Background: an optimization exercise with open tools, aiming at small area, a short achievable clock period and few clock cycles. Do not read the settings as production practice. The RTL was checked by simulation tests, not by an equivalence proof against the original design. Power is estimated from default activity; no workload was simulated.

File: design/flow/config.mk
export PLATFORM = sky130hd
export DESIGN_NAME = nmcu
export DESIGN_NICKNAME = nmcu
export VERILOG_FILES = /design/flow/design.v
export SDC_FILE = /design/flow/constraint.sdc
export NUM_CORES = 8
export LEC_CHECK = 0
export ABC_CLOCK_PERIOD_IN_PS = 3500
export CAP_MARGIN = 20
export CORE_MARGIN = 2
export CORE_UTILIZATION = 55
export CTS_BUF_LIST = sky130_fd_sc_hd__clkbuf_16
export CTS_CLUSTER_DIAMETER = 60
export CTS_CLUSTER_SIZE = 35
export PLACE_DENSITY = 0.65
export SLEW_MARGIN = 20
File: design/flow/constraint.sdc
create_clock -name core_clock -period 16.0 [get_ports {clk}]
set_input_delay 3.2000 -clock core_clock [delete_from_list [all_inputs] [get_ports {clk}]]
set_output_delay 3.2000 -clock core_clock [all_outputs]
set_load 0.01 [all_outputs]
File: design/flow/design.v
module relu #(
    parameter DATA_WIDTH = 8
)(
    input  wire                  zero,
    input  wire [DATA_WIDTH-1:0] in,
    output wire [DATA_WIDTH-1:0] out
);
    assign out = zero ? {DATA_WIDTH{1'b0}} : in;
endmodule
module maxpool2 #(
    parameter DATA_WIDTH = 8
)(
    input  wire                  first,
    input  wire                  gt_in,
    input  wire [DATA_WIDTH-1:0] acc,
    input  wire [DATA_WIDTH-1:0] in,
    output wire                  gt_out
);
    assign gt_out = (in > acc) || (in == acc && gt_in && !first);
endmodule
module conv_for_nmcu #(
    parameter DATABUS_WIDTH = 32
)(
    input  wire [DATABUS_WIDTH-9:0] s_in,
    input  wire [DATABUS_WIDTH-9:0] c_in,
    input  wire [7:0]               p_in,
    input  wire [DATABUS_WIDTH-1:0] a,
    input  wire [7:0]               d,
    output wire [DATABUS_WIDTH-1:0] u,
    output wire [DATABUS_WIDTH-1:0] v
);
    localparam W = DATABUS_WIDTH;
    function automatic [2*W-1:0] csa(input [W-1:0] x, input [W-1:0] y, input [W-1:0] z);
        reg [W-1:0] maj;
        begin
            maj = (x & y) | (x & z) | (y & z);
            csa = {x ^ y ^ z, maj[W-2:0], 1'b0};
        end
    endfunction
    wire [W-1:0] pp [0:7];
    genvar g;
    generate
        for (g = 0; g < 8; g = g + 1) begin : PP
            assign pp[g] = (a << g) & {W{d[g]}};
        end
    endgenerate
    wire [W-1:0] rs = {8'd0, s_in};
    wire [W-1:0] rc = {8'd0, c_in};
    wire [W-1:0] rp = {{(W-8){1'b0}}, p_in};
    wire [W-1:0] a1, b1, a2, b2, a3, b3;
    assign {a1, b1} = csa(rs, rc, rp);
    assign {a2, b2} = csa(pp[0], pp[1], pp[2]);
    assign {a3, b3} = csa(pp[3], pp[4], pp[5]);
    wire [W-1:0] c1, d1, c2, d2;
    assign {c1, d1} = csa(a1, b1, a2);
    assign {c2, d2} = csa(b2, a3, b3);
    wire [W-1:0] e1, f1, e2, f2;
    assign {e1, f1} = csa(c1, d1, c2);
    assign {e2, f2} = csa(d2, pp[6], pp[7]);
    wire [W-1:0] g1, h1;
    assign {g1, h1} = csa(e1, f1, e2);
    assign {u, v} = csa(g1, h1, f2);
endmodule
module nmcu #(
    parameter ADDR_WIDTH = 16,
    parameter DATABUS_WIDTH = 32,
    parameter MAX_DESCS = 4,
    parameter MAX_INPUT_DIM=4,
    parameter MAX_KERNEL_DIM=3
) (
    input wire clk,
    input wire rst,
    input wire start,
    output reg done,
    input wire [ADDR_WIDTH-1:0] nmcu_desc,
    input wire [ADDR_WIDTH-1:0] input_addr,
    input wire [ADDR_WIDTH-1:0] output_addr,
    input wire [$clog2(MAX_INPUT_DIM):0] full_input_width,
    input wire [$clog2(MAX_INPUT_DIM):0] full_input_height,
    input wire [$clog2(MAX_INPUT_DIM):0] full_output_width,
    input wire [$clog2(MAX_INPUT_DIM):0] full_output_height,
    output reg mem_w,
    output reg mem_sel,
    output wire [ADDR_WIDTH-1:0] address_bus,
    input wire [DATABUS_WIDTH-1:0] data_bus_in,
    output wire [DATABUS_WIDTH-1:0] data_bus_out,
    input wire ready
);
    localparam [2:0] S_IDLE  = 3'd0,
                     S_DESC  = 3'd1,    
                     S_KLOAD = 3'd2,    
                     S_CONV  = 3'd3,    
                     S_LOAD  = 3'd4,    
                     S_MAXP  = 3'd5,    
                     S_WB    = 3'd6,    
                     S_FIN   = 3'd7;
    localparam [1:0] T_NOP = 2'd0, T_CONV = 2'd1, T_MAXP = 2'd2, T_RELU = 2'd3;
    (* fsm_encoding = "none" *) reg [2:0] st;
    reg  [1:0] ph;         
    reg        ph0;        
    reg        l0;         
    reg        pend;       
    reg        got;        
    reg        pnd;        
    reg  [1:0] typ;        
    reg  [2:0] hh, ww;     
    reg  [1:0] kk;         
    reg  [2:0] fiw;        
    reg  [1:0] r, c, i, j;
    reg  [15:0] address, ptr;
    reg  [31:0] xin;       
    reg  [7:0] bq [0:15][0:3];
    reg  [7:0] rq [0:3];   
    reg  [23:0] s, cy;     
    reg        cb;         
    reg  [5:0] delta_q;
    reg  [7:0] ob;
    reg        we_q;
    reg  [3:0] wa_q;       
    reg        rins, rzero;
    reg  [3:0] ra_q;       
    reg  [7:0] hbq;
    reg        zq;         
    reg        mrun, mfirst, mlast;      
    reg  [3:0] opos;
    reg        lrun;                     
    reg  [3:0] lpos;
    reg        xact, xfirst, xhasprev;   
    reg        xcommit, xdone, hasout, take, gt;
    reg  [3:0] xpos, xprev;
    reg        wb_go, wb_full, wasm_done, wr_out, wlast;    
    assign address_bus  = address;
    assign data_bus_out = xin;
    wire xfer = mem_sel && ready;
    wire rdst = (st == S_DESC) || (st == S_KLOAD) || (st == S_CONV) || (st == S_LOAD);
    reg  proc;
    wire [2:0] hk = hh - {1'b0, kk};
    wire [2:0] wk = ww - {1'b0, kk};
    reg  [1:0] kb, rb, cb_;
    always @(posedge clk) begin
        kb <= (st == S_CONV || st == S_KLOAD) ? kk - 2'd1 :
              (st == S_MAXP) ? 2'd1 : 2'd0;
        rb <= (st == S_CONV)  ? hk[1:0] :
              (st == S_KLOAD) ? 2'd0 :
              (st == S_MAXP)  ? hh[2:1] - 2'd1 : hh[1:0] - 2'd1;
        cb_ <= (st == S_CONV)  ? wk[1:0] :
               (st == S_KLOAD) ? 2'd0 :
               (st == S_MAXP)  ? ww[2:1] - 2'd1 : ww[1:0] - 2'd1;
    end
    wire j_end = (j == kb);
    wire i_end = (i == kb);
    wire c_end = (c == cb_);
    wire r_end = (r == rb);
    wire iter_end = j_end && i_end && c_end && r_end;
    wire [1:0] nj = j_end ? 2'd0 : j + 2'd1;
    wire [1:0] ni = j_end ? (i_end ? 2'd0 : i + 2'd1) : i;
    wire [1:0] nc = (j_end && i_end) ? (c_end ? 2'd0 : c + 2'd1) : c;
    wire [1:0] nr = (j_end && i_end && c_end) ? (r_end ? 2'd0 : r + 2'd1) : r;
    wire [3:0] k2 = (kk == 2'd1) ? 4'd1 : (kk == 2'd2) ? 4'd4 : 4'd9;
    wire kwalk = (st == S_KLOAD) || (st == S_CONV && !l0);
    wire [2:0] m = fiw;
    wire [3:0] kbm = (kb == 2'd0) ? 4'd0 : (kb == 2'd1) ? {1'b0, m} : {m, 1'b0};
    wire [5:0] d_i = kwalk ? 6'd1 : {3'd0, m} - {4'd0, kb};
    wire [5:0] d_c = kwalk ? 6'd1 - {2'd0, k2} : 6'd1 - {2'd0, kbm} - {4'd0, kb};
    wire [5:0] d_r = kwalk ? 6'd1 - {2'd0, k2} : {3'd0, m} - {2'd0, kbm} - {4'd0, cb_} - {4'd0, kb};
    wire [5:0] delta = (st == S_DESC || !j_end) ? 6'd1 : !i_end ? d_i : !c_end ? d_c : d_r;
    wire [15:0] addr_step = address + {{10{delta_q[5]}}, delta_q};
    wire [3:0] kpos = 4'd0 - k2 + i * kk + j;
    wire [1:0] rrow = ((st == S_MAXP) ? {r[0], 1'b0} : r) + i;
    wire [1:0] rcol = ((st == S_MAXP) ? {c[0], 1'b0} : c) + j;
    wire [3:0] rp_next = (st == S_CONV && l0) ? kpos :
                         (st == S_WB && wb_go) ? {nr, nc} : {rrow, rcol};
    wire [15:0] rsel = 16'd1 << ra_q;
    wire [15:0] wsel = 16'd1 << wa_q;
    reg  [7:0] hb_c;       
    reg        sg_c;       
    integer w;
    always @(*) begin
        hb_c = 8'd0;
        sg_c = 1'b0;
        for (w = 0; w < 16; w = w + 1) begin
            hb_c = hb_c | (bq[w][1] & {8{rsel[w]}});
            sg_c = sg_c | (bq[w][0][7] & rsel[w]);
        end
    end
    wire [7:0] hb;
    relu #(.DATA_WIDTH(8)) u_relu (.zero(zq), .in(hbq), .out(hb));
    always @(posedge clk) begin
        for (w = 0; w < 16; w = w + 1) begin
            bq[w][0] <= bq[w][1];
            bq[w][1] <= bq[w][2];
            bq[w][2] <= (we_q && wsel[w]) ? wdata : bq[w][3];
            bq[w][3] <= bq[w][0];
        end
        rq[0] <= rq[1];
        rq[1] <= rq[2];
        rq[2] <= rins ? (rzero ? 8'd0 : wdata) : rq[3];
        rq[3] <= rq[0];
        hbq <= hb_c;
        if (ph == 2'd2)
            ra_q <= rp_next;
        if (ph == 2'd3)
            zq <= pend && sg_c;
    end
    wire mac0  = (st == S_CONV) && proc;
    wire mstep = mac0 || mrun;
    reg  first_q;          
    wire first_now = ph0 ? first_q : mfirst;
    wire last_now  = mac0 ? (i_end && j_end) : mlast;
    wire [3:0] opos_now = mac0 ? {r, c} : opos;
    wire [31:0] mu, mv;
    conv_for_nmcu u_mac (
        .s_in (ph0 ? 24'd0 : s),
        .c_in (ph0 ? 24'd0 : cy),
        .p_in (first_now ? 8'd0 : rq[0]),
        .a    (xin),
        .d    (hb),
        .u    (mu),
        .v    (mv)
    );
    reg  [7:0] ul, vl;
    reg        mac_q;      
    reg        ph1;
    wire [8:0] mbyte = {1'b0, ul} + {1'b0, vl} + {8'd0, cb && !ph1};
    wire [7:0] wdata = mac_q ? mbyte[7:0] : ob;
    wire lw0  = (st == S_KLOAD || st == S_LOAD) && proc;
    wire lstep = lw0 || lrun;
    wire [3:0] lpos_now = lw0 ? ((st == S_KLOAD) ? kpos : {r, c}) : lpos;
    wire [7:0] xbyte = xin[{ph, 3'b000} +: 8];
    wire xs0  = (st == S_DESC) && proc && xin[1:0] == T_MAXP && !l0;
    wire xstep = xs0 || xact;
    wire xfirst_now = xs0 || xfirst;
    wire xhasprev_now = !xs0 && xhasprev;
    wire [7:0] fbyte = take ? xin[7:0] : rq[0];      
    wire [7:0] rn = xfirst_now ? 8'd0 : fbyte;
    wire gt_new;
    maxpool2 #(.DATA_WIDTH(8)) u_max (.first(ph == 2'd0), .gt_in(gt), .acc(rn), .in(hbq), .gt_out(gt_new));
    reg  wst_a;            
    wire wstart = wst_a && (!wb_full || ready);
    wire wb0 = (st == S_DESC) && proc && xin[1:0] == T_NOP && !l0;
    wire wshift = wstart || (st == S_WB && wb_go);
    wire bshift = wb0 || xstep || xcommit || wshift;
    always @(posedge clk) begin
        proc <= rdst && (xfer || got || pnd) && ph == 2'd3;
        first_q <= (i == 2'd0 && j == 2'd0);
        got <= xfer;
        wst_a <= (st == S_WB) && ph == 2'd2 && !(wb_go && iter_end) && !wasm_done;
        pnd <= rdst && (got || pnd) && ph != 2'd0;
        delta_q <= delta;
        if (ready && !mem_w)
            xin <= data_bus_in;
        else if (wb0)
            xin <= {hb_c, hbq, xin[31:16]};
        else if (wshift)
            xin <= (wb_go && ph == 2'd2 && pend && hb_c[7]) ? 32'd0 :
                   {hb_c, xin[31:8]};
        else if (bshift)
            xin <= {hbq, xin[31:8]};
        s  <= mu[31:8];
        cy <= mv[31:8];
        ul <= mu[7:0];
        vl <= mv[7:0];
        cb <= mbyte[8];
        mac_q <= mstep;
        ph1 <= ph0;
        rins  <= 1'b0;
        rzero <= 1'b0;
        we_q  <= 1'b0;
        wa_q <= opos_now;
        if (mstep) begin
            rins <= 1'b1;
            we_q <= last_now;
            wa_q <= opos_now;
        end else if (lstep) begin
            ob <= xbyte;
            we_q <= 1'b1;
            wa_q <= lpos_now;
        end else if (xstep) begin
            ob <= xfirst_now ? fbyte : rn;
            rins <= 1'b1;
            rzero <= xfirst_now;
            we_q <= xfirst_now && xhasprev_now;
            wa_q <= xprev;
        end else if (xcommit) begin
            ob <= fbyte;
            we_q <= 1'b1;
            wa_q <= xpos;
        end
        if (ph0)
            mfirst <= first_q;
        if (mac0) begin
            mrun <= 1'b1;
            mlast <= last_now;
            opos <= {r, c};
        end else if (ph == 2'd3) begin
            mrun <= 1'b0;
        end
        if (lw0) begin
            lrun <= 1'b1;
            lpos <= lpos_now;
        end else if (ph == 2'd3) begin
            lrun <= 1'b0;
        end
        if (xstep) begin
            gt <= gt_new;
            if (ph == 2'd3)
                take <= gt_new && !(pend && hbq[7]);    
        end
        if (ph == 2'd3)
            xcommit <= xact && xdone;
        if (xs0) begin
            xact <= 1'b1;       
            xfirst <= 1'b1;
            xhasprev <= 1'b0;
            xpos <= 4'd0;
            hasout <= 1'b1;
            xdone <= 1'b0;
        end
        if (xfer)
            wb_full <= 1'b0;
        if (wstart)
            wb_go <= 1'b1;
        if (st == S_WB && wb_go && ph == 2'd2) begin
            wb_go <= 1'b0;
            wb_full <= 1'b1;
        end
        if (xfer)
            wr_out <= 1'b0;
        case (st)
            S_IDLE: begin
                address <= nmcu_desc;
                fiw <= full_input_width;
            end
            S_DESC: begin
                if (proc) begin
                    typ <= xin[1:0];
                    ww <= xin[4:2];
                    hh <= xin[8:6];
                    kk <= xin[11:10];
                    ptr <= addr_step;
                    r <= 2'd0;
                    c <= 2'd0;
                    i <= 2'd0;
                    j <= (xin[1:0] == T_MAXP && !l0) ? 2'd1 : 2'd0;
                    if (xin[1:0] == T_CONV)
                        address <= xin[31:16];
                    else if (l0)
                        address <= input_addr;
                    else if (xin[1:0] == T_NOP)
                        address <= output_addr;
                    else
                        address <= addr_step;
                    wb_go <= 1'b1;        
                    wb_full <= 1'b0;
                    wasm_done <= 1'b0;
                    wr_out <= (xin[1:0] == T_NOP);    
                end
            end
            S_KLOAD: begin
                if (proc) begin
                    i <= ni;
                    j <= nj;
                    address <= iter_end ? input_addr : addr_step;
                end
            end
            S_CONV: begin
                if (proc) begin
                    r <= nr;
                    c <= nc;
                    i <= ni;
                    j <= nj;
                    address <= iter_end ? ptr : addr_step;
                end
            end
            S_LOAD: begin
                if (proc) begin
                    r <= nr;
                    c <= nc;
                    address <= !iter_end ? addr_step :
                               (typ == T_NOP) ? output_addr : ptr;
                    hasout <= 1'b0;
                    xdone <= 1'b0;
                    wb_go <= 1'b0;
                    wb_full <= 1'b0;
                    wasm_done <= 1'b0;
                    wr_out <= 1'b0;
                end
            end
            S_MAXP: begin
                if (ph == 2'd3) begin
                    xact <= !xdone;
                    if (!xdone) begin
                        xfirst <= (i == 2'd0) && (j == 2'd0);
                        if (i == 2'd0 && j == 2'd0) begin
                            xhasprev <= hasout;
                            xprev <= xpos;
                            xpos <= {r, c};
                            hasout <= 1'b1;
                        end
                        r <= nr;
                        c <= nc;
                        i <= ni;
                        j <= nj;
                        if (iter_end)
                            xdone <= 1'b1;
                    end
                end
                if (xcommit && ph == 2'd0)
                    address <= ptr;
            end
            S_WB: begin
                if (wb_go && ph == 2'd2) begin
                    r <= nr;
                    c <= nc;
                    wlast <= iter_end;
                    if (iter_end)
                        wasm_done <= 1'b1;
                end
                if (wb_go && ph == 2'd0 && !wr_out)
                    wr_out <= 1'b1;
                if (got)
                    address <= address + 16'd1;
            end
            default: ;
        endcase
        if (st != S_MAXP && !xs0)
            xact <= 1'b0;
        if (st == S_IDLE) begin
            mrun <= 1'b0;
            lrun <= 1'b0;
            xcommit <= 1'b0;
        end
    end
    always @(posedge clk or posedge rst) begin
        if (rst) begin
            st <= S_IDLE;
            ph <= 2'd0;
            ph0 <= 1'b1;
            done <= 1'b0;
            mem_sel <= 1'b0;
            mem_w <= 1'b0;
            l0 <= 1'b1;
            pend <= 1'b0;
        end else begin
            ph <= (st == S_IDLE && !start) ? 2'd0 : ph + 2'd1;
            ph0 <= (st == S_IDLE && !start) || ph == 2'd3;
            if (xfer)
                mem_sel <= 1'b0;
            if (st == S_WB && xfer && wlast)
                done <= 1'b1;
            case (st)
                S_IDLE: begin
                    if (start) begin
                        mem_sel <= 1'b1;
                        st <= S_DESC;
                    end
                end
                S_DESC: begin
                    if (proc) begin
                        if (xin[1:0] == T_CONV) begin
                            mem_sel <= 1'b1;
                            st <= l0 ? S_KLOAD : S_CONV;
                        end else if (l0) begin
                            mem_sel <= 1'b1;
                            st <= S_LOAD;
                            if (xin[1:0] == T_RELU)
                                pend <= 1'b1;
                        end else if (xin[1:0] == T_NOP) begin
                            mem_w <= 1'b1;
                            mem_sel <= 1'b1;
                            st <= S_WB;
                        end else if (xin[1:0] == T_RELU) begin
                            pend <= 1'b1;
                            mem_sel <= 1'b1;
                        end else begin
                            st <= S_MAXP;
                        end
                    end
                end
                S_KLOAD: begin
                    if (proc) begin
                        mem_sel <= 1'b1;
                        if (iter_end)
                            st <= S_CONV;
                    end
                end
                S_CONV: begin
                    if (proc) begin
                        mem_sel <= 1'b1;
                        if (iter_end) begin
                            l0 <= 1'b0;
                            pend <= 1'b0;
                            st <= S_DESC;
                        end
                    end
                end
                S_LOAD: begin
                    if (proc) begin
                        if (iter_end) begin
                            if (typ == T_MAXP) begin
                                st <= S_MAXP;
                            end else if (typ == T_NOP) begin
                                mem_w <= 1'b1;
                                st <= S_WB;
                            end else begin
                                l0 <= 1'b0;
                                mem_sel <= 1'b1;
                                st <= S_DESC;
                            end
                        end else begin
                            mem_sel <= 1'b1;
                        end
                    end
                end
                S_MAXP: begin
                    if (xcommit && ph == 2'd0) begin
                        l0 <= 1'b0;
                        pend <= 1'b0;
                        mem_sel <= 1'b1;
                        st <= S_DESC;
                    end
                end
                S_WB: begin
                    if (wb_go && ph == 2'd0 && !wr_out)
                        mem_sel <= 1'b1;
                    if (got && wlast)
                        st <= S_FIN;
                end
                default: ;
            endcase
        end
    end
endmodule
File: design/flow/flow/run.sh
#!/bin/bash
# Layout flow: the standard flow (standard.sh), with three changes:
#  - synthesis skips the early "abc -fast" of Yosys's synth command, so that
#    the carry-save adder tree maps to full adders without inverters between
#    them (the registers are the same);
#  - the port buffers are buf_2 cells;
#  - timing repair aims for 11.8 ns of setup slack instead of 0.
# The make run's output goes to standard.log; ORFS keeps each step's log.
set -e
export BUFFER_PORTS_ARGS="-buffer_cell sky130_fd_sc_hd__buf_2"
bash standard.sh SETUP_SLACK_MARGIN=11.8 SYNTH_ARGS=-noabc finish > standard.log 2>&1
File: design/flow/standard.sh
#!/bin/bash
# synth_recipe.tcl (not shown) runs the flow's synth.tcl, then flattens the netlist and writes it again
# the make line also repeats each setting of config.mk as NAME=value (left out here)
make -C /OpenROAD-flow-scripts/flow DESIGN_CONFIG=/design/flow/config.mk WORK_HOME=/design/flow/orfs CLKGATE_MAP_FILE= SYNTH_SCRIPT=/design/flow/synth_recipe.tcl "${@:-finish}"
==> impl_metrics.env, run 1 <==
export IMPL_final_core_util_pct=61.7
export IMPL_clk_pin_slew_ns=0.11
export IMPL_io_pins=147
export IMPL_fin_cells=3933
export IMPL_routed_wl_um=90800
export IMPL_antenna_left=0
export IMPL_max_stage_delay_ns=0.52
export IMPL_viasPerCell=5.86
export IMPL_synthArstFlopShare_pct=1.41
export IMPL_fin_crit_ns=4.53
export IMPL_whs_path_depth=0
export IMPL_holdWs_ns=0.307
export IMPL_placeableCoreArea_um2=60200
export IMPL_yosys_register_bits=781
export IMPL_status="no timing/DRC/antenna violations"
export IMPL_tightestPinTransition_ns=1.04
export IMPL_antenna_found_initial=2
export IMPL_cts_tree="built"
export IMPL_period_share_pct=28.3
export IMPL_syn_inst=2973
export IMPL_dr_total_vias=23000
export IMPL_wl_per_cell_um=23.1
export IMPL_placementRows=90
export IMPL_drt_first_pass_iters=8
export IMPL_drive_gt1_share_pct=13.8
export IMPL_insertion_delay_ns=0.66
export IMPL_dpl_cell_area_um2=34800
export IMPL_tns_ns=0
export IMPL_initial_utilization_pct=55.4
export IMPL_hpwl_um=60800
export IMPL_hold_class="reg2reg"
export IMPL_synthFlopType="dfxtp_1"
export IMPL_critPathBufInv=1
export IMPL_power_per_cell_area_nw_per_um2=170
export IMPL_cpLargestDelayFamily="flip-flops"
export IMPL_grt_ovfl_total=0
export IMPL_end_kind="output pin"
export IMPL_synth_top_family_by_area="adder cells"
export IMPL_cts_buffer_depth=3
export IMPL_synth_xor_area_share_pct=1.91
export IMPL_synthToLayoutAreaGrowth_pct=11.4
export IMPL_h_tree_depth=2
export IMPL_slew_violations=0
export IMPL_yosysSeqAreaShare_pct=50.3
export IMPL_critical_path_cell_count=1
export IMPL_p_leak_nw=15.6
export IMPL_synth_adder_area_share_pct=16.8
export IMPL_hold_viol=0
export IMPL_fin_nets=3529
export IMPL_groute_usage_overall_pct=29.1
export IMPL_synth_avg_cell_area_um2=11.2
export IMPL_numCtsBuffers=45
export IMPL_root_buffer="clkbuf_16"
export IMPL_synth_edf_count=111
export IMPL_path_class="reg2out"
export IMPL_start_kind="flip-flop"
export IMPL_synth_nets=3387
export IMPL_chipWidth_um=250
export IMPL_grt_setup_unrepaired="yes"
export IMPL_synthDistinctLibCells=84
export IMPL_ir_drop_mv=0.0938
export IMPL_synth_compound_area_share_pct=11.4
export IMPL_hold_buffers=0
export IMPL_fp_dieH_um=250
export IMPL_rr_worst_depth=8
export IMPL_cts_sinks=781
export IMPL_synth_simple_gate_area_share_pct=13.9
export IMPL_cp_cell_sequence="buf_2"
export IMPL_slowest_stage="edfxtp_1"
export IMPL_clock_fmax_mhz=221
export IMPL_setup_viol=0
export IMPL_arrival_ns=1.33
export IMPL_place_inst=3784
export IMPL_critPathRequiredTime_ns=12.80
export IMPL_gp_congestion=0.912
export IMPL_fin_skew_ns=0.0565
export IMPL_grt_pass1_vias=23100
export IMPL_cap_viol_max_count=0
export IMPL_die_area_um2=62700
export IMPL_ys_warn_count=4
export IMPL_synth_area_um2=33400
export IMPL_grt_max_degree=53
export IMPL_slew_limit_headroom_pct=30.7
export IMPL_postLayoutCellArea_um2=37200
export IMPL_synthMuxAreaShare_pct=2.94
export IMPL_portBuffers=137
export IMPL_drc=0
export IMPL_grt_pass1_wl_um=139000
export IMPL_drt_iter0_markers=1936
export IMPL_path_max_fanout=2
placed cells by master, fill, tap and decap left out, types with 77 or more instances in the layout:
cell type | netlist | final
o21ai_0 | 218 | 217
buf_4 | 2 | 100
nand2_1 | 275 | 273
dfxtp_1 | 659 | 659
a21oi_1 | 100 | 100
ha_1 | 99 | 99
nor2b_1 | 80 | 77
and2_1 | 242 | 242
edfxtp_1 | 111 | 111
fa_1 | 219 | 219
nor2_1 | 151 | 147
buf_2 | 32 | 121
repair_timing:
action	in CTS	in global routing
setup endpoints to repair	144	108
pin swaps	3	1
gates resized for setup	34	8
gates cloned	3	0
buffers inserted	50	11
logic make-up after synthesis:
logic type               after synthesis
XOR/XNOR                              73
flip-flops                           781
multiplexers                          82
buffers and inverters                228
adder cells (fa/ha/maj)              318
AO/OA/AOI/OAI                        573
AND/OR/NAND/NOR                      918
cell usage after synthesis, types with 18 or more instances:
| master | count | share of area [%] |
|---|---|---|
| fa_1 | 219 | 13 |
| nor2b_1 | 80 | 1.5 |
| a221oi_1 | 27 | 0.71 |
| dfxtp_1 | 659 | 39 |
| mux2i_1 | 53 | 1.6 |
| o22ai_1 | 31 | 0.58 |
| clkbuf_1 | 113 | 1.3 |
| a22oi_1 | 21 | 0.47 |
| a21oi_1 | 100 | 1.5 |
| ha_1 | 99 | 3.7 |
| nand2b_1 | 29 | 0.54 |
| nor2_1 | 151 | 1.7 |
| a221oi_2 | 20 | 0.90 |
| a21o_1 | 19 | 0.43 |
| edfxtp_1 | 111 | 10 |
| mux2_2 | 18 | 0.61 |
| xnor2_1 | 58 | 1.5 |
| nor2_2 | 21 | 0.39 |
| o21ai_0 | 218 | 3.3 |
| nand3_1 | 47 | 0.70 |
| inv_1 | 72 | 0.81 |
| and2_1 | 242 | 4.5 |
| nand2_1 | 275 | 3.1 |
| buf_2 | 32 | 0.48 |
through the flow:
stage / setup slack, ns / power [mW]
after floorplan: 11.75 / 4.25
after detailed placement: 10.80 / 4.95
after global routing: 11.45 / 6.72
final: 11.47 / 6.31
after CTS: 11.45 / 6.34
after global placement: 10.81 / 4.87
power breakdown:
| group | leakage [nW] | internal [mW] | switching (mW) |
|---|---|---|---|
| Combinational | 8.32 | 0.931 | 1.22 |
| Clock | 0.776 | 0.594 | 0.751 |
| Sequential | 6.55 | 2.60 | 0.220 |
| Total | 15.6 | 4.12 | 2.19 |
final cells by class:
cell class                 count  area, um^2
clock buffer                  46        1150
sequential                   781       16800
inverter                      74         278
clock inverter                35         474
timing repair buffer         247        1700
multi-input combinational   1966       15800
fill                        4854       23000
antenna                        2        5.00
tap                          782         978
registers in the layout (all words and copies together), names as in the netlist, 4 cells and up:
signal,flops
bq,512
s,24
cy,24
ra_q,4
xpos,4
ul,8
xin,32
hbq,8
vl,4
ptr,16
ob,8
address,16
delta_q,6
opos,4
xprev,4
wa_q,4
rq,32
lpos,4
worst paths after layout:
kind,startpoint,end,slack [ns]
setup reg to reg,hbq[3],s[6],11.93
hold reg to reg,bq[44][0],bq[47][0],0.31
hold / removal,bq[44][0],bq[47][0],0.31
max in group asynchronous,rst,l0,13.00
setup / recovery,xin[17],data_bus_out[17],11.47
min in group asynchronous,rst,mem_w,2.61
layer usage:
layer | up-vias | share of wire (%) | track usage [%]
met5 | - | 0.014 | 0
met4 | 2 | 4.2 | 12.0
met3 | 202 | 7.0 | 3.77
met2 | 943 | 47 | 47.2
met1 | 11500 | 42 | 39.7
li1 | 10400 | - | -
Testbench counts, summed over its fixed seeds: cycles 16,996.
==> inputs of run 2 (changes only) <==
--- a/design/flow/config.mk
+++ b/design/flow/config.mk
@@ -13,3 +13,3 @@
 export CTS_CLUSTER_DIAMETER = 60
-export CTS_CLUSTER_SIZE = 35
+export CTS_CLUSTER_SIZE = 28
 export PLACE_DENSITY = 0.65
==> run 2 against run 1 <==
- still clean
- utilization is 0.054 points higher
- total power is 0.46% higher
- final area hardly changed
- die area stayed put
- routed wire length hardly changed
- sequential power hardly changed
- clock power hardly changed
- combinational power hardly changed
- maximum frequency is 0.40% lower
==> impl_metrics.env, run 2 <==
export IMPL_critical_path_cell_count=1
export IMPL_dr_total_vias=22900
export IMPL_drive_gt1_share_pct=13.7
export IMPL_h_tree_depth=2
export IMPL_cp_cell_sequence="buf_2"
export IMPL_slew_limit_headroom_pct=29.1
export IMPL_numCtsBuffers=48
export IMPL_hpwl_um=60800
export IMPL_hold_class="reg2reg"
export IMPL_synth_avg_cell_area_um2=11.2
export IMPL_io_pins=147
export IMPL_cts_tree="built"
export IMPL_synth_area_um2=33400
export IMPL_critPathBufInv=1
export IMPL_slew_violations=0
export IMPL_max_stage_delay_ns=0.52
export IMPL_period_share_pct=28.4
export IMPL_cpLargestDelayFamily="flip-flops"
export IMPL_clock_fmax_mhz=220
export IMPL_hold_buffers=0
export IMPL_drt_first_pass_iters=6
export IMPL_arrival_ns=1.35
export IMPL_wl_per_cell_um=23.1
export IMPL_fin_skew_ns=0.0301
export IMPL_initial_utilization_pct=55.4
export IMPL_slowest_stage="edfxtp_1"
export IMPL_p_leak_nw=15.7
export IMPL_fp_dieH_um=250
export IMPL_yosysTopAreaCellShare_pct=39.5
export IMPL_yosysMostFrequentCell="dfxtp_1"
export IMPL_routed_wl_um=90900
export IMPL_yosys_register_bits=781
export IMPL_final_cell_mix="dfxtp_1 (659), nand2_1 (273), and2_1 (242)"
export IMPL_synthFlopType="dfxtp_1"
export IMPL_die_area_um2=62700
export IMPL_synth_edf_count=111
export IMPL_synthTopCellsByCount="dfxtp_1 (659), nand2_1 (275), and2_1 (242)"
export IMPL_viasPerCell=5.83
export IMPL_antenna_left=0
export IMPL_portBuffers=137
export IMPL_drc=0
export IMPL_synthToLayoutAreaGrowth_pct=11.5
export IMPL_ir_drop_mv=0.0936
export IMPL_path_max_fanout=2
export IMPL_syn_inst=2973
export IMPL_rr_worst_depth=8
export IMPL_start_kind="flip-flop"
export IMPL_fin_nets=3533
export IMPL_placementRows=90
export IMPL_top_regs="bq x512, rq x32, xin x32"
export IMPL_final_common_cell="dfxtp_1"
export IMPL_holdWs_ns=0.311
export IMPL_cts_buffer_depth=3
export IMPL_chipWidth_um=250
export IMPL_ys_warn_count=4
export IMPL_final_setup_worst_slack_ns=11.45
export IMPL_grt_pass1_wl_um=140000
export IMPL_drt_iter0_markers=1923
export IMPL_end_kind="output pin"
export IMPL_dp_worst_setup_slack_ns=10.80
export IMPL_groute_usage_overall_pct=29.1
export IMPL_insertion_delay_ns=0.65
export IMPL_power_per_cell_area_nw_per_um2=170
export IMPL_grt_pass1_vias=23000
export IMPL_critPathRequiredTime_ns=12.80
export IMPL_tns_ns=0
export IMPL_cts_sinks=781
export IMPL_root_buffer="clkbuf_16"
export IMPL_tightestPinTransition_ns=1.06
export IMPL_largest_register_ffs=512
export IMPL_synth_nets=3387
export IMPL_synthArstFlopShare_pct=1.41
export IMPL_placeableCoreArea_um2=60200
export IMPL_cap_viol_max_count=0
export IMPL_gp_congestion=0.912
export IMPL_synthDistinctLibCells=84
export IMPL_fin_crit_ns=4.55
export IMPL_status="no timing/DRC/antenna violations"
export IMPL_grt_max_degree=53
export IMPL_whs_path_depth=0
export IMPL_antenna_found_initial=1
export IMPL_setup_viol=0
export IMPL_clk_pin_slew_ns=0.10
export IMPL_regMostFlops="bq"
export IMPL_netlist_top_cells_area="dfxtp_1 (39%), fa_1 (13%), edfxtp_1 (10%), and2_1 (4.5%), ha_1 (3.7%)"
export IMPL_yosysSeqAreaShare_pct=50.3
export IMPL_hold_viol=0
export IMPL_path_class="reg2out"
export IMPL_grt_ovfl_total=0
export IMPL_grt_setup_unrepaired="yes"
export IMPL_yosysTopAreaCell="dfxtp_1"
run 2: cell counts after synthesis:
Identical to the previous run, type by type.
run 2: kinds of logic (layout without fill, tap and decap cells):
| family | after synthesis | in the layout | share of synthesized area [%] |
|---|---|---|---|
| AO/OA/AOI/OAI | 573 | 574 | 11.4 |
| buffers and inverters | 228 | 402 | 2.77 |
| AND/OR/NAND/NOR | 918 | 919 | 13.9 |
| multiplexers | 82 | 82 | 2.94 |
| other | 0 | 1 | 0 |
| XOR/XNOR | 73 | 73 | 1.91 |
| flip-flops | 781 | 781 | 50.3 |
| adder cells (fa/ha/maj) | 318 | 318 | 16.8 |
run 2: worst paths after layout:
| path | startpoint | endpoint | slack, ns |
|---|---|---|---|
| worst max-delay path | xin[17] | data_bus_out[17] | 11.45 |
| worst min-delay path | rq[1][2] | rq[0][2] | 0.31 |
| worst max register to register | hbq[3] | s[15] | 11.91 |
| worst min register to register | rq[1][2] | rq[0][2] | 0.31 |
| max in group asynchronous | rst | mem_sel | 13.02 |
| min in group asynchronous | rst | mem_w | 2.60 |
run 2: per-layer routing:
layer | vias to the layer above | part of all wire, % | global-route usage [%]
met5 | - | 0 | 0
met4 | 0 | 4.0 | 11.6
met3 | 181 | 6.6 | 3.84
met2 | 900 | 48 | 47.6
met1 | 11400 | 42 | 39.6
li1 | 10400 | - | -
run 2: layout make-up:
| cell class | count | area, um^2 |
|---|---|---|
| Fill cell | 4848 | 23000 |
| Timing Repair Buffer | 248 | 1700 |
| Multi-Input combinational cell | 1966 | 15800 |
| Clock inverter | 31 | 429 |
| Sequential cell | 781 | 16800 |
| Tap cell | 782 | 978 |
| Clock buffer | 49 | 1230 |
| Inverter | 74 | 278 |
| Antenna cell | 1 | 2.50 |
run 2: worst reg2reg max path, stage by stage, from the launching register on:
cell	delay, ns
dfxtp_1	0.53
nor2b_4	0.37
buf_4	0.36
and2_1	0.21
fa_1	0.44
fa_1	0.51
fa_1	0.62
fa_1	0.47
fa_1	0.46
run 2: what timing repair did:
item,in CTS,in global routing
pin swaps,1,2
gates cloned,3,0
gates resized for setup,34,9
setup buffers,48,14
setup endpoints to repair,143,120
run 2: power breakdown:
group / total [mW] / leakage, nW / switching, mW / internal, mW
Clock: 1.37 / 0.796 / 0.725 / 0.642
Combinational: 2.15 / 8.32 / 1.22 / 0.932
Sequential: 2.82 / 6.55 / 0.222 / 2.60
Total: 6.34 / 15.7 / 2.17 / 4.17
run 2: per-stage QoR:
stage	instance area [um^2]	instances	util [%]	total power [mW]
after detailed placement	34800	3784	57.8	4.95
final	37200	3932	61.8	6.34
after CTS	37000	3915	61.5	6.36
after global routing	37200	3932	61.8	6.75
after global placement	34800	3784	57.8	4.87
after floorplan	33500	2973	-	4.25
==> inputs of run 3 (changes only) <==
--- a/design/flow/flow/run.sh
+++ b/design/flow/flow/run.sh
@@ -10,2 +10,2 @@
 export BUFFER_PORTS_ARGS="-buffer_cell sky130_fd_sc_hd__buf_2"
-bash standard.sh SETUP_SLACK_MARGIN=11.8 SYNTH_ARGS=-noabc finish > standard.log 2>&1
+bash standard.sh SETUP_SLACK_MARGIN=12.1 SYNTH_ARGS=-noabc finish > standard.log 2>&1
==> run 3 against run 2 <==
- still clean on timing, DRC and antenna
- clock power barely moved
- area after synthesis did not move
- via count rose by 1.7%
- maximum frequency rose by 0.23%
- combinational power rose by 3%
- first-iteration DRC count rose by 8.1%
- critical path depth did not move
- total power rose by 1.3%
- count of clock-buffer cells in the layout rose by 1
- sequential power barely moved
- utilization rose by 1.0 points
- die area did not move
- critical path type unchanged
==> impl_metrics.env, run 3 <==
export IMPL_status="no timing/DRC/antenna violations"
export IMPL_grt_pass1_wl_um=143000
export IMPL_h_tree_depth=2
export IMPL_slew_limit_headroom_pct=27.2
export IMPL_fin_skew_ns=0.0392
export IMPL_initial_utilization_pct=55.4
export IMPL_yosysSeqAreaShare_pct=50.3
export IMPL_yosys_register_bits=781
export IMPL_grt_max_degree=53
export IMPL_ys_warn_count=4
export IMPL_clock_fmax_mhz=220
export IMPL_viasPerCell=5.87
export IMPL_clk_pin_slew_ns=0.09
export IMPL_synthTopCellsByCount="dfxtp_1 (659), nand2_1 (275), and2_1 (242)"
export IMPL_fin_crit_ns=4.54
export IMPL_cts_buffer_depth=3
export IMPL_gp_congestion=0.956
export IMPL_cap_viol_max_count=0
export IMPL_synth_avg_cell_area_um2=11.2
export IMPL_path_max_fanout=2
export IMPL_tns_ns=0
export IMPL_synth_area_um2=33400
export IMPL_arrival_ns=1.34
export IMPL_cts_sinks=781
export IMPL_placementRows=90
export IMPL_dpl_cell_area_um2=34900
export IMPL_whs_path_depth=0
export IMPL_critPathBufInv=1
export IMPL_insertion_delay_ns=0.64
export IMPL_wl_per_cell_um=23.9
export IMPL_portBuffers=137
export IMPL_critical_path_cell_count=1
export IMPL_drt_first_pass_iters=6
export IMPL_drt_iter0_markers=2079
export IMPL_synthFlopType="dfxtp_1"
export IMPL_dr_total_vias=23300
export IMPL_tightestPinTransition_ns=1.09
export IMPL_synth_nets=3387
export IMPL_placeableCoreArea_um2=60200
export IMPL_syn_inst=2973
export IMPL_yosysMostFrequentCell="dfxtp_1"
export IMPL_final_common_cell="dfxtp_1"
export IMPL_final_cell_mix="dfxtp_1 (656), nand2_1 (271), and2_1 (242)"
export IMPL_hpwl_um=61400
export IMPL_setup_viol=0
export IMPL_critPathRequiredTime_ns=12.80
export IMPL_power_per_cell_area_nw_per_um2=170
export IMPL_synthArstFlopShare_pct=1.41
export IMPL_grt_pass1_vias=23900
export IMPL_antenna_found_initial=2
export IMPL_top_regs="bq x512, rq x32, xin x32"
export IMPL_slowest_stage="edfxtp_1"
export IMPL_die_area_um2=62700
export IMPL_yosysTopAreaCellShare_pct=39.5
export IMPL_netlist_top_cells_area="dfxtp_1 (39%), fa_1 (13%), edfxtp_1 (10%), and2_1 (4.5%), ha_1 (3.7%)"
export IMPL_p_leak_nw=16.0
export IMPL_yosysTopAreaCell="dfxtp_1"
export IMPL_ir_drop_mv=0.0931
export IMPL_synth_edf_count=111
export IMPL_drc=0
export IMPL_slew_violations=0
export IMPL_rr_worst_depth=9
export IMPL_holdWs_ns=0.318
export IMPL_fp_dieH_um=250
export IMPL_max_stage_delay_ns=0.52
export IMPL_end_kind="output pin"
export IMPL_largest_register_ffs=512
export IMPL_period_share_pct=28.4
export IMPL_hold_viol=0
export IMPL_dp_worst_setup_slack_ns=10.66
export IMPL_groute_usage_overall_pct=29.9
export IMPL_grt_setup_unrepaired="yes"
export IMPL_start_kind="flip-flop"
export IMPL_grt_ovfl_total=0
export IMPL_hold_class="reg2reg"
export IMPL_cts_tree="built"
export IMPL_cp_cell_sequence="buf_2"
export IMPL_synthDistinctLibCells=84
export IMPL_path_class="reg2out"
export IMPL_drive_gt1_share_pct=15.7
export IMPL_antenna_left=0
export IMPL_postLayoutCellArea_um2=37900
export IMPL_regMostFlops="bq"
export IMPL_root_buffer="clkbuf_16"
export IMPL_synthToLayoutAreaGrowth_pct=13.3
export IMPL_chipWidth_um=250
export IMPL_cpLargestDelayFamily="flip-flops"
export IMPL_io_pins=147
export IMPL_routed_wl_um=95100
export IMPL_fin_nets=3574
export IMPL_final_setup_worst_slack_ns=11.46
export IMPL_numCtsBuffers=49
run 3: worst reg2reg max path, stage by stage (launching register included):
cell	delay (ns)
edfxtp_1	0.46
buf_4	0.18
nor2b_4	0.19
buf_8	0.23
and2_1	0.19
fa_1	0.42
fa_1	0.51
fa_1	0.60
fa_1	0.47
fa_1	0.48
run 3: per-stage QoR:
| stage | utilization, % | cells | total power [mW] |
|---|---|---|---|
| 2_1_floorplan | - | 2973 | 4.25 |
| 3_3_place_gp | 58.0 | 3785 | 4.88 |
| 3_5_place_dp | 58.0 | 3785 | 4.96 |
| 4_1_cts | 62.3 | 3947 | 6.42 |
| 5_1_grt | 62.8 | 3976 | 6.85 |
| 6_report | 62.8 | 3976 | 6.42 |
run 3: cell families after synthesis:
logic type	after synthesis	synth area share [%]
compound gates	573	11.4
xor+xnor	73	1.91
fa+ha+maj	318	16.8
buf+inv	228	2.77
flops	781	50.3
mux	82	2.94
simple gates	918	13.9
run 3: what timing repair did:
| item | in CTS | in global routing |
|---|---|---|
| hold buffers | 0 | 0 |
| setup endpoints to repair | 173 | 131 |
| gates resized for setup | 59 | 32 |
| buffers inserted | 74 | 23 |
| pin swaps | 5 | 11 |
| cloned | 4 | 5 |
run 3: path summary, 6_finish.rpt:
path | startpoint | endpoint | slack [ns]
max | xin[20] | data_bus_out[20] | 11.46
min | bq[62][4] | bq[61][4] | 0.32
max reg2reg | zq | s[1] | 12.12
min reg2reg | bq[62][4] | bq[61][4] | 0.32
max in group asynchronous | rst | mem_sel | 12.93
min in group asynchronous | rst | done | 2.65
run 3: layer usage:
| layer | GRT usage, % | wire length (um) | vias up |
|---|---|---|---|
| met5 | 0 | 13 | - |
| met4 | 12.9 | 4650 | 2 |
| met3 | 4.71 | 7180 | 253 |
| met2 | 48.8 | 44200 | 1040 |
| met1 | 39.8 | 39000 | 11500 |
| li1 | - | - | 10500 |
run 3: final cells by class:
class	count	area, um^2
Tap cell	782	978
Inverter	74	282
Multi-Input combinational cell	1966	15900
Timing Repair Buffer	288	2160
Sequential cell	781	16800
Antenna cell	1	2.50
Fill cell	4762	22400
Clock buffer	50	1250
Clock inverter	34	422
run 3: where the power goes:
group | internal (mW) | leakage, nW | switching [mW]
clock | 0.630 | 0.823 | 0.747
combinational | 0.964 | 8.62 | 1.26
sequential | 2.60 | 6.55 | 0.225
total | 4.19 | 16.0 | 2.23
==> inputs of run 4 (changes only) <==
--- a/design/flow/design.v
+++ b/design/flow/design.v
@@ -166,3 +166,2 @@
     wire [5:0] delta = (st == S_DESC || !j_end) ? 6'd1 : !i_end ? d_i : !c_end ? d_c : d_r;
-    wire [15:0] addr_step = address + {{10{delta_q[5]}}, delta_q};
     wire [3:0] kpos = 4'd0 - k2 + i * kk + j;
@@ -242,3 +241,49 @@
     wire bshift = wb0 || xstep || xcommit || wshift;
+    reg        aload, astep;
+    reg [15:0] asrc;
+    always @(*) begin
+        aload = 1'b0;
+        astep = 1'b0;
+        asrc = ptr;
+        case (st)
+            S_IDLE: begin
+                aload = 1'b1;
+                asrc = nmcu_desc;
+            end
+            S_DESC: if (proc) begin
+                astep = 1'b1;            
+                if (xin[1:0] == T_CONV) begin
+                    aload = 1'b1;
+                    asrc = xin[31:16];
+                end else if (l0) begin
+                    aload = 1'b1;
+                    asrc = input_addr;
+                end else if (xin[1:0] == T_NOP) begin
+                    aload = 1'b1;
+                    asrc = output_addr;
+                end
+            end
+            S_KLOAD: if (proc) begin
+                astep = !iter_end;
+                aload = iter_end;
+                asrc = input_addr;
+            end
+            S_CONV: if (proc) begin
+                astep = !iter_end;
+                aload = iter_end;
+            end
+            S_LOAD: if (proc) begin
+                astep = !iter_end;
+                aload = iter_end;
+                asrc = (typ == T_NOP) ? output_addr : ptr;
+            end
+            S_MAXP: aload = xcommit && ph == 2'd0;
+            S_WB: astep = got;
+            default: ;
+        endcase
+    end
+    wire [15:0] dstep = (st == S_WB) ? 16'd1 : {{10{delta_q[5]}}, delta_q};
+    wire [15:0] asum = address + (dstep & {16{astep}});
     always @(posedge clk) begin
+        address <= aload ? asrc : asum;
         proc <= rdst && (xfer || got || pnd) && ph == 2'd3;
@@ -330,3 +375,2 @@
             S_IDLE: begin
-                address <= nmcu_desc;
                 fiw <= full_input_width;
@@ -339,3 +383,3 @@
                     kk <= xin[11:10];
-                    ptr <= addr_step;
+                    ptr <= asum;
                     r <= 2'd0;
@@ -344,10 +388,2 @@
                     j <= (xin[1:0] == T_MAXP && !l0) ? 2'd1 : 2'd0;
-                    if (xin[1:0] == T_CONV)
-                        address <= xin[31:16];
-                    else if (l0)
-                        address <= input_addr;
-                    else if (xin[1:0] == T_NOP)
-                        address <= output_addr;
-                    else
-                        address <= addr_step;
                     wb_go <= 1'b1;        
@@ -362,3 +398,2 @@
                     j <= nj;
-                    address <= iter_end ? input_addr : addr_step;
                 end
@@ -371,3 +406,2 @@
                     j <= nj;
-                    address <= iter_end ? ptr : addr_step;
                 end
@@ -378,4 +412,2 @@
                     c <= nc;
-                    address <= !iter_end ? addr_step :
-                               (typ == T_NOP) ? output_addr : ptr;
                     hasout <= 1'b0;
@@ -407,4 +439,2 @@
                 end
-                if (xcommit && ph == 2'd0)
-                    address <= ptr;
             end
@@ -420,4 +450,2 @@
                     wr_out <= 1'b1;
-                if (got)
-                    address <= address + 16'd1;
             end
--- a/design/flow/flow/run.sh
+++ b/design/flow/flow/run.sh
@@ -10,2 +10,2 @@
 export BUFFER_PORTS_ARGS="-buffer_cell sky130_fd_sc_hd__buf_2"
-bash standard.sh SETUP_SLACK_MARGIN=12.1 SYNTH_ARGS=-noabc finish > standard.log 2>&1
+bash standard.sh SETUP_SLACK_MARGIN=11.8 SYNTH_ARGS=-noabc finish > standard.log 2>&1
--- a/design/flow/config.mk
+++ b/design/flow/config.mk
@@ -11,5 +11,5 @@
 export CORE_UTILIZATION = 55
-export CTS_BUF_LIST = sky130_fd_sc_hd__clkbuf_16
+export CTS_BUF_LIST = sky130_fd_sc_hd__clkbuf_8 sky130_fd_sc_hd__clkbuf_16
 export CTS_CLUSTER_DIAMETER = 60
-export CTS_CLUSTER_SIZE = 28
+export CTS_CLUSTER_SIZE = 20
 export PLACE_DENSITY = 0.65
==> run 4 against run 3 <==
- setup slack got worse by 0.018 ns
- clock power barely moved
- routed wire length fell by 7.0%
- combinational power rose by 42%
- die area fell by 1.5%
- count of clock-buffer cells in the layout rose by 5
- first-iteration DRC count fell by 24%
- still clean
- worst hold slack improved by 0.0083 ns
- clock skew fell by 0.019 ns
- critical path type unchanged
==> impl_metrics.env, run 4 <==
export IMPL_antenna_left=0
export IMPL_drive_gt1_share_pct=14.7
export IMPL_io_pins=147
export IMPL_synth_nets=3286
export IMPL_clk_pin_slew_ns=0.08
export IMPL_groute_usage_overall_pct=28.5
export IMPL_grt_pass1_wl_um=137000
export IMPL_slowest_stage="edfxtp_1"
export IMPL_path_class="reg2out"
export IMPL_synthToLayoutAreaGrowth_pct=12.0
export IMPL_hpwl_um=58300
export IMPL_grt_ovfl_total=0
export IMPL_cts_tree="built"
export IMPL_power_per_cell_area_nw_per_um2=196
export IMPL_root_buffer="clkbuf_16"
export IMPL_max_stage_delay_ns=0.53
export IMPL_grt_pass1_vias=23300
export IMPL_netlist_top_cells_area="dfxtp_1 (41%), fa_1 (13%), edfxtp_1 (8.7%), and2_1 (4.6%), ha_1 (3.7%)"
export IMPL_routed_wl_um=88400
export IMPL_cts_buffer_depth=3
export IMPL_yosysSeqAreaShare_pct=50.6
export IMPL_placeableCoreArea_um2=59100
export IMPL_placementRows=89
export IMPL_slew_limit_headroom_pct=29.6
export IMPL_final_cell_mix="dfxtp_1 (657), and2_1 (240), nand2_1 (233)"
export IMPL_drt_first_pass_iters=8
export IMPL_hold_class="reg2reg"
export IMPL_status="no timing/DRC/antenna violations"
export IMPL_cp_cell_sequence="buf_2"
export IMPL_end_kind="output pin"
export IMPL_fin_nets=3440
export IMPL_wl_per_cell_um=23.1
export IMPL_path_max_fanout=2
export IMPL_portBuffers=137
export IMPL_antenna_found_initial=4
export IMPL_gp_congestion=0.902
export IMPL_final_common_cell="dfxtp_1"
export IMPL_initial_utilization_pct=55.6
export IMPL_synthArstFlopShare_pct=1.41
export IMPL_synthTopCellsByCount="dfxtp_1 (675), and2_1 (240), nand2_1 (233)"
export IMPL_synth_edf_count=95
export IMPL_postLayoutCellArea_um2=36900
export IMPL_dr_total_vias=22200
export IMPL_grt_setup_unrepaired="yes"
export IMPL_die_area_um2=61800
export IMPL_cpLargestDelayFamily="flip-flops"
export IMPL_synth_avg_cell_area_um2=11.5
export IMPL_num_fill_cells=4728
export IMPL_top_regs="bq x512, rq x32, xin x32"
export IMPL_yosys_register_bits=781
export IMPL_start_kind="flip-flop"
export IMPL_clock_fmax_mhz=219
export IMPL_grt_max_degree=52
export IMPL_insertion_delay_ns=0.64
export IMPL_setup_viol=0
export IMPL_h_tree_depth=2
export IMPL_hold_viol=0
export IMPL_multi_input_area_um2=15600
export IMPL_fp_dieH_um=249
export IMPL_yosysTopAreaCell="dfxtp_1"
export IMPL_seqCellArea_um2=16700
export IMPL_cts_sinks=781
export IMPL_tightestPinTransition_ns=1.05
export IMPL_regMostFlops="bq"
export IMPL_p_leak_nw=15.6
export IMPL_slew_violations=0
export IMPL_syn_inst=2873
export IMPL_whs_path_depth=0
export IMPL_drt_iter0_markers=1572
export IMPL_tns_ns=0
export IMPL_yosysMostFrequentCell="dfxtp_1"
export IMPL_viasPerCell=5.80
export IMPL_ys_warn_count=4
export IMPL_fin_skew_ns=0.0201
export IMPL_dpl_cell_area_um2=34200
export IMPL_fin_crit_ns=4.56
export IMPL_drc=0
export IMPL_synthFlopType="dfxtp_1"
export IMPL_critical_path_cell_count=1
export IMPL_largest_register_ffs=512
export IMPL_period_share_pct=28.5
export IMPL_critPathRequiredTime_ns=12.80
export IMPL_arrival_ns=1.36
export IMPL_numCtsBuffers=52
export IMPL_synth_area_um2=32900
export IMPL_critPathBufInv=1
export IMPL_synthDistinctLibCells=92
export IMPL_chipWidth_um=249
export IMPL_rr_worst_depth=14
export IMPL_ir_drop_mv=0.114
export IMPL_cap_viol_max_count=0
export IMPL_yosysTopAreaCellShare_pct=41.1
==> run 4: kinds of logic after synthesis <==
family	share of synthesized area, %
muxes	2.97
adders and majority gates	17.1
buffers and inverters	2.86
DFF	50.6
and+or+nand+nor	12.9
AOI/OAI and AO/OA	11.8
xor gates and xnor gates	1.75
==> run 4: cell type report <==
| class | instances | share of cell area [%] |
|---|---|---|
| clock inverter | 22 | 0.760 |
| clock buffer | 55 | 3.67 |
| inverter | 73 | 0.757 |
| sequential | 781 | 45.3 |
| timing repair buffer | 249 | 4.70 |
| antenna | 2 | 0.0136 |
| tap | 773 | 2.62 |
| multi-input combinational | 1870 | 42.2 |
==> run 4: layer usage <==
metal  global-route usage, %  vias to the layer above  part of all wire [%]
li1                        -                    10100                     -
met1                    36.7                    11000                    42
met2                    47.7                      823                    47
met3                    5.28                      211                   6.7
met4                    11.6                        4                   4.3
met5                       0                        -                 0.024
==> run 4: metrics by stage <==
| step | hold slack (ns) | cells | power (mW) | setup slack (ns) | util (%) |
|---|---|---|---|---|---|
| after CTS | 0.328 | 3797 | 7.17 | 11.43 | 61.8 |
| after global routing | 0.327 | 3825 | 7.67 | 11.45 | 62.3 |
| after detailed placement | 0.312 | 3662 | 5.63 | 10.45 | 57.9 |
| final | 0.326 | 3825 | 7.22 | 11.44 | 62.3 |
| after global placement | 0.310 | 3661 | 5.55 | 10.46 | 57.9 |
| after floorplan | 0.310 | 2873 | 4.63 | 11.46 | - |
==> run 4: worst paths after layout <==
check | start | to | slack [ns]
max in group asynchronous | rst | st[2] | 12.90
min in group asynchronous | rst | pend | 2.65
setup / recovery | xin[14] | data_bus_out[14] | 11.44
hold reg to reg | bq[0][4] | bq[3][4] | 0.33
hold / removal | bq[0][4] | bq[3][4] | 0.33
setup reg to reg | j[1] | address[12] | 11.94
==> run 4: power breakdown <==
part	total [mW]	leakage, nW	switching (mW)	internal (mW)
combinational	3.15	8.34	1.86	1.30
sequential	2.72	6.49	0.275	2.45
clock	1.35	0.798	0.701	0.646
==> run 4: repair_timing <==
item                       in CTS  in global routing
setup endpoints to repair     155                119
hold buffers                    0                  0
cloned                          4                  1
pin swaps                       4                  4
buffers inserted               54                 25
gates resized for setup        67                 22
Testbench counts of run 4, summed over its fixed seeds: cycles 16,996.
==> inputs of run 5 (changes only) <==
--- a/design/flow/config.mk
+++ b/design/flow/config.mk
@@ -11,5 +11,5 @@
 export CORE_UTILIZATION = 55
-export CTS_BUF_LIST = sky130_fd_sc_hd__clkbuf_8 sky130_fd_sc_hd__clkbuf_16
-export CTS_CLUSTER_DIAMETER = 60
-export CTS_CLUSTER_SIZE = 20
+export CTS_BUF_LIST = sky130_fd_sc_hd__clkbuf_16
+export CTS_CLUSTER_DIAMETER = 50
+export CTS_CLUSTER_SIZE = 24
 export PLACE_DENSITY = 0.65
==> run 5 against run 4 <==
- first-iteration DRC count increased by 6.0%
- worst hold slack worse by 0.0096 ns
- register-to-register slack barely moved
- total power grew 3.7%
- count of clock-buffer cells in the layout rose by 7
- combinational power is essentially flat
- sequential power barely moved
- area after synthesis did not move
- utilization grew 0.87 points
- clock power up about 20%
- critical path depth unchanged
- setup slack improved by 0.0071 ns
- critical path type unchanged
- critical endpoint is now data_bus_out[31]
==> impl_metrics.env, run 5 <==
export IMPL_drt_first_pass_iters=6
export IMPL_chipWidth_um=249
export IMPL_critPathRequiredTime_ns=12.80
export IMPL_synthArstFlopShare_pct=1.41
export IMPL_yosysSeqAreaShare_pct=50.6
export IMPL_power_per_cell_area_nw_per_um2=200
export IMPL_regMostFlops="bq"
export IMPL_final_cell_mix="dfxtp_1 (657), and2_1 (240), nand2_1 (233)"
export IMPL_grt_pass1_vias=23400
export IMPL_r2r_slack_ns=11.93
export IMPL_status="no timing/DRC/antenna violations"
export IMPL_slowest_stage="edfxtp_1"
export IMPL_max_stage_delay_ns=0.50
export IMPL_path_class="reg2out"
export IMPL_drive_gt1_share_pct=15.4
export IMPL_routed_wl_um=88800
export IMPL_drc=0
export IMPL_placeableCoreArea_um2=59100
export IMPL_yosysTopAreaCellShare_pct=41.1
export IMPL_setup_viol=0
export IMPL_clock_fmax_mhz=220
export IMPL_fin_skew_ns=0.0249
export IMPL_hpwl_um=58300
export IMPL_cpLargestDelayFamily="flip-flops"
export IMPL_cp_cell_sequence="buf_2"
export IMPL_slew_limit_headroom_pct=29.5
export IMPL_synthFlopType="dfxtp_1"
export IMPL_cap_viol_max_count=0
export IMPL_synth_avg_cell_area_um2=11.5
export IMPL_grt_setup_unrepaired="yes"
export IMPL_die_area_um2=61800
export IMPL_initial_utilization_pct=55.6
export IMPL_tightestPinTransition_ns=1.05
export IMPL_wl_per_cell_um=23.1
export IMPL_synthTopCellsByCount="dfxtp_1 (675), and2_1 (240), nand2_1 (233)"
export IMPL_placementRows=89
export IMPL_dpl_cell_area_um2=34200
export IMPL_antenna_left=0
export IMPL_synth_edf_count=95
export IMPL_end_kind="output pin"
export IMPL_start_kind="flip-flop"
export IMPL_ys_warn_count=4
export IMPL_drt_iter0_markers=1667
export IMPL_synthDistinctLibCells=92
export IMPL_arrival_ns=1.35
export IMPL_grt_max_degree=52
export IMPL_gp_congestion=0.902
export IMPL_largest_register_ffs=512
export IMPL_clk_pin_slew_ns=0.09
export IMPL_fin_nets=3441
export IMPL_syn_inst=2873
export IMPL_critPathBufInv=1
export IMPL_synthToLayoutAreaGrowth_pct=13.6
export IMPL_synth_area_um2=32900
export IMPL_period_share_pct=28.4
export IMPL_yosysTopAreaCell="dfxtp_1"
export IMPL_cts_tree="built"
export IMPL_synth_nets=3286
export IMPL_hold_viol=0
export IMPL_netlist_top_cells_area="dfxtp_1 (41%), fa_1 (13%), edfxtp_1 (8.7%), and2_1 (4.6%), ha_1 (3.7%)"
export IMPL_yosys_register_bits=781
export IMPL_final_common_cell="dfxtp_1"
export IMPL_cts_sinks=781
export IMPL_io_pins=147
export IMPL_portBuffers=137
export IMPL_grt_ovfl_total=0
export IMPL_fp_dieH_um=249
export IMPL_yosysMostFrequentCell="dfxtp_1"
export IMPL_root_buffer="clkbuf_16"
export IMPL_top_regs="bq x512, rq x32, xin x32"
export IMPL_fin_crit_ns=4.55
export IMPL_p_leak_nw=15.8
export IMPL_slew_violations=0
export IMPL_viasPerCell=5.81
export IMPL_cts_buffer_depth=3
export IMPL_groute_usage_overall_pct=28.7
export IMPL_dr_total_vias=22400
export IMPL_grt_pass1_wl_um=137000
export IMPL_hold_class="reg2reg"
export IMPL_numCtsBuffers=61
export IMPL_h_tree_depth=2
export IMPL_postLayoutCellArea_um2=37400
export IMPL_insertion_delay_ns=0.66
export IMPL_ir_drop_mv=0.120
export IMPL_tns_ns=0
export IMPL_antenna_found_initial=4
export IMPL_path_max_fanout=2
run 5: where the power goes:
group,total [mW],switching (mW),internal (mW)
Combinational,3.15,1.86,1.29
Clock,1.62,0.838,0.777
Sequential,2.73,0.280,2.45
Total,7.49,2.98,4.51
run 5: worst paths after layout:
| kind | from | endpoint | cells after the start |
|---|---|---|---|
| hold / removal | bq[42][2] | bq[41][2] | 0 |
| hold reg to reg | bq[42][2] | bq[41][2] | 0 |
| setup / recovery | xin[31] | data_bus_out[31] | 1 |
| min in group asynchronous | rst | ph[0] | 2 |
| max in group asynchronous | rst | st[2] | 2 |
| setup reg to reg | i[1] | address[12] | 14 |
run 5: layout make-up:
type	count	area, um^2
Fill cell	4653	21800
Sequential cell	781	16700
Multi-Input combinational cell	1870	15600
Timing Repair Buffer	241	1670
Clock buffer	62	1550
Tap cell	773	967
Clock inverter	51	653
Inverter	73	279
Antenna cell	2	5.00
run 5: routing by layer:
layer  track usage [%]  share of wire [%]  vias to the layer above
li1                  -                  -                    10200
met1              37.5                 42                    11000
met2              47.6                 47                      954
met3              4.43                6.6                      221
met4              12.5                4.6                        2
met5                 0             0.0090                        -
run 5: timing repair:
action,CTS,global route
gates cloned,4,1
pin swaps,4,4
hold buffers,0,0
endpoints found under the setup margin,155,111
setup buffers,53,18
resized for setup,68,21
run 5: metrics by stage:
stage / std cells / hold slack (ns) / total power [mW] / setup slack [ns] / utilization, %
finish: 3853 / 0.317 / 7.49 / 11.45 / 63.2
global placement: 3661 / 0.310 / 5.55 / 10.46 / 57.9
global route: 3853 / 0.312 / 7.94 / 11.42 / 63.2
CTS: 3832 / 0.306 / 7.44 / 11.42 / 62.8
detailed placement: 3662 / 0.312 / 5.63 / 10.45 / 57.9
floorplan: 2873 / 0.310 / 4.63 / 11.46 / -
run 5: cell families (layout without fill, tap and decap cells):
logic type      Yosys count  count (layout)  share of synthesized area, %
simple gates            807             811                          12.9
flops                   781             781                          50.6
compound gates          599             600                          11.8
fa+ha+maj               318             318                          17.1
buf+inv                 227             427                          2.86
mux                      77              77                          2.97
xor+xnor                 64              64                          1.75
other cells               0               2                             0
==> inputs of run 6 (changes only) <==
--- a/design/flow/config.mk
+++ b/design/flow/config.mk
@@ -12,4 +12,4 @@
 export CTS_BUF_LIST = sky130_fd_sc_hd__clkbuf_16
-export CTS_CLUSTER_DIAMETER = 50
-export CTS_CLUSTER_SIZE = 24
+export CTS_CLUSTER_DIAMETER = 60
+export CTS_CLUSTER_SIZE = 28
 export PLACE_DENSITY = 0.65
==> run 6 against run 5 <==
- combinational power barely moved
- clock power fell by 19%
- largest cell class unchanged
- register-to-register slack barely moved
- routed wire length fell by 0.78%
- still clean
- utilization fell by 1.0 points
==> impl_metrics.env, run 6 <==
export IMPL_top_regs="bq x512, rq x32, xin x32"
export IMPL_wl_met1_um=36100
export IMPL_power_frac_seq_pct=37.8
export IMPL_synth_area_um2=32900
export IMPL_synthTopCellsByCount="dfxtp_1 (675), and2_1 (240), nand2_1 (233)"
export IMPL_period_share_pct=28.4
export IMPL_groute_usage_overall_pct=28.5
export IMPL_path_max_fanout=2
export IMPL_synthArstFlopShare_pct=1.41
export IMPL_gp_congestion=0.902
export IMPL_synthToLayoutAreaGrowth_pct=11.7
export IMPL_synth_avg_cell_area_um2=11.5
export IMPL_cp_cell_sequence="buf_8 -> buf_6"
export IMPL_grt_ovfl_total=0
export IMPL_synthFlopType="dfxtp_1"
export IMPL_drive_gt1_share_pct=14.4
export IMPL_top_layer="met5"
export IMPL_p_leak_nw=15.6
export IMPL_slew_violations=0
export IMPL_yosysTopAreaCellShare_pct=41.1
export IMPL_path_class="reg2out"
export IMPL_fin_skew_ns=0.0231
export IMPL_status="no timing/DRC/antenna violations"
export IMPL_io_pins=147
export IMPL_r2r_end="ul[7]"
export IMPL_end_kind="output pin"
export IMPL_netlist_top_cells_area="dfxtp_1 (41%), fa_1 (13%), edfxtp_1 (8.7%), and2_1 (4.6%), ha_1 (3.7%)"
export IMPL_hpwl_um=58300
export IMPL_slowest_stage="edfxtp_1"
export IMPL_internal_power_mw=4.32
export IMPL_critPathBufInv=2
export IMPL_clk_pin_slew_ns=0.10
export IMPL_chipWidth_um=249
export IMPL_wl_per_cell_um=23.1
export IMPL_setup_viol=0
export IMPL_endpoint="data_bus_out[8]"
export IMPL_hold_class="reg2reg"
export IMPL_grt_pass1_vias=23200
export IMPL_tns_ns=0
export IMPL_root_buffer="clkbuf_16"
export IMPL_hold_viol=0
export IMPL_whs_path_depth=0
export IMPL_ys_warn_count=4
export IMPL_fp_dieH_um=249
export IMPL_slew_limit_headroom_pct=31.7
export IMPL_final_setup_worst_slack_ns=11.46
export IMPL_rr_worst_depth=7
export IMPL_portBuffers=137
export IMPL_routed_wl_um=88100
export IMPL_drc=0
export IMPL_p_sw_mw=2.87
export IMPL_antenna_left=0
export IMPL_h_tree_depth=2
export IMPL_initial_utilization_pct=55.6
export IMPL_grt_setup_unrepaired="yes"
export IMPL_cap_viol_max_count=0
export IMPL_hold_buffers=0
export IMPL_cpLargestDelayFamily="flip-flops"
export IMPL_synth_nets=3286
export IMPL_clock_fmax_mhz=220
export IMPL_final_cell_mix="dfxtp_1 (657), and2_1 (240), nand2_1 (233)"
export IMPL_fin_crit_ns=4.54
export IMPL_placeableCoreArea_um2=59100
export IMPL_yosysMostFrequentCell="dfxtp_1"
export IMPL_yosysSeqAreaShare_pct=50.6
export IMPL_critPathRequiredTime_ns=12.80
export IMPL_swShare_pct=40.0
export IMPL_dr_total_vias=22100
export IMPL_syn_inst=2873
export IMPL_cts_sinks=781
export IMPL_fin_nets=3424
export IMPL_reg2reg_from="ph0"
export IMPL_insertion_delay_ns=0.63
export IMPL_regMostFlops="bq"
export IMPL_final_common_cell="dfxtp_1"
export IMPL_drt_first_pass_iters=7
export IMPL_max_stage_delay_ns=0.44
export IMPL_placementRows=89
export IMPL_largest_register_ffs=512
export IMPL_p_comb_share_pct=43.9
export IMPL_grt_max_degree=52
export IMPL_ir_drop_mv=0.117
export IMPL_cts_tree="built"
export IMPL_arrival_ns=1.34
export IMPL_power_per_cell_area_nw_per_um2=196
export IMPL_antenna_found_initial=5
export IMPL_startpoint="xin[8]"
export IMPL_cts_buffer_depth=3
export IMPL_die_area_um2=61800
export IMPL_start_kind="flip-flop"
export IMPL_yosys_register_bits=781
export IMPL_critical_path_cell_count=2
export IMPL_drt_iter0_markers=1613
export IMPL_wl_met3_um=6550
export IMPL_synthDistinctLibCells=92
export IMPL_r2r_slack_ns=11.94
export IMPL_synth_edf_count=95
export IMPL_numCtsBuffers=45
export IMPL_yosysTopAreaCell="dfxtp_1"
export IMPL_clock_power_share_pct=18.3
export IMPL_dr_wl_met2_um=41200
export IMPL_grt_pass1_wl_um=136000
export IMPL_dp_worst_setup_slack_ns=10.45
export IMPL_tightestPinTransition_ns=1.02
export IMPL_holdWs_ns=0.319
export IMPL_finalPower_mw=7.19
export IMPL_viasPerCell=5.80
## run 6: power by group through the flow
stage	logic (mW)	registers (mW)	clock network, mW
floorplan	1.98	2.66	0
global placement	2.69	2.86	0
global route	3.48	2.75	1.40
detailed placement	2.76	2.87	0
finish	3.16	2.72	1.31
CTS	3.10	2.71	1.33
## run 6: final cells by class
| cell class | instances | area, um^2 |
|---|---|---|
| clock buffers | 46 | 1150 |
| clock inverters | 33 | 434 |
| fillers | 4719 | 22400 |
| diodes | 3 | 7.51 |
| flip-flops and latches | 781 | 16700 |
| inverters | 73 | 279 |
| well taps | 773 | 967 |
| repair buffers | 241 | 1700 |
| multi-input cells | 1869 | 15500 |
## run 6: worst reg2reg max path: cells and delay by family, from the launching register on
family                   cells  cell delay [ns]
adder cells (fa/ha/maj)      5             2.38
flip-flops                   1             0.86
multiplexers                 1             0.43
AND/OR/NAND/NOR              1             0.25
## run 6: what timing repair did
item / in CTS / in global routing
gates resized for setup: 67 / 21
cloned: 4 / 0
endpoints found under the setup margin: 156 / 120
pin swaps: 4 / 6
setup buffers: 57 / 14
## run 6: layer usage
| layer | track usage [%] | vias up |
|---|---|---|
| met5 | 0 | - |
| met1 | 36.5 | 10900 |
| met3 | 5.90 | 217 |
| met4 | 12.9 | 4 |
| li1 | - | 10100 |
| met2 | 46.8 | 855 |
## run 6: cells by family (layout without fill, tap and decap cells)
logic type,Yosys count,in the layout,share of synthesized area (%)
AOI/OAI and AO/OA,599,600,11.8
xor gates and xnor gates,64,64,1.75
adders and majority gates,318,318,17.1
buffers and inverters,227,393,2.86
DFF,781,781,50.6
muxes,77,77,2.97
other,0,3,0
and+or+nand+nor,807,810,12.9
## run 6: worst min path at each step
stage,to,slack (ns),startpoint
CTS,bq[1][3],0.32,bq[2][3]
global placement,bq[59][5],0.31,bq[56][5]
global route,bq[5][5],0.33,bq[6][5]
finish,bq[1][3],0.32,bq[2][3]
floorplan,bq[11][0],0.31,bq[8][0]
detailed placement,bq[3][1],0.31,bq[0][1]
## run 6: through the flow
stage / instances / utilization, % / cell area [um^2]
3_5_place_dp: 3662 / 57.9 / 34200
4_1_cts: 3802 / 61.8 / 36600
6_report: 3819 / 62.2 / 36800
3_3_place_gp: 3661 / 57.9 / 34200
2_1_floorplan: 2873 / - / 33000
5_1_grt: 3818 / 62.2 / 36800
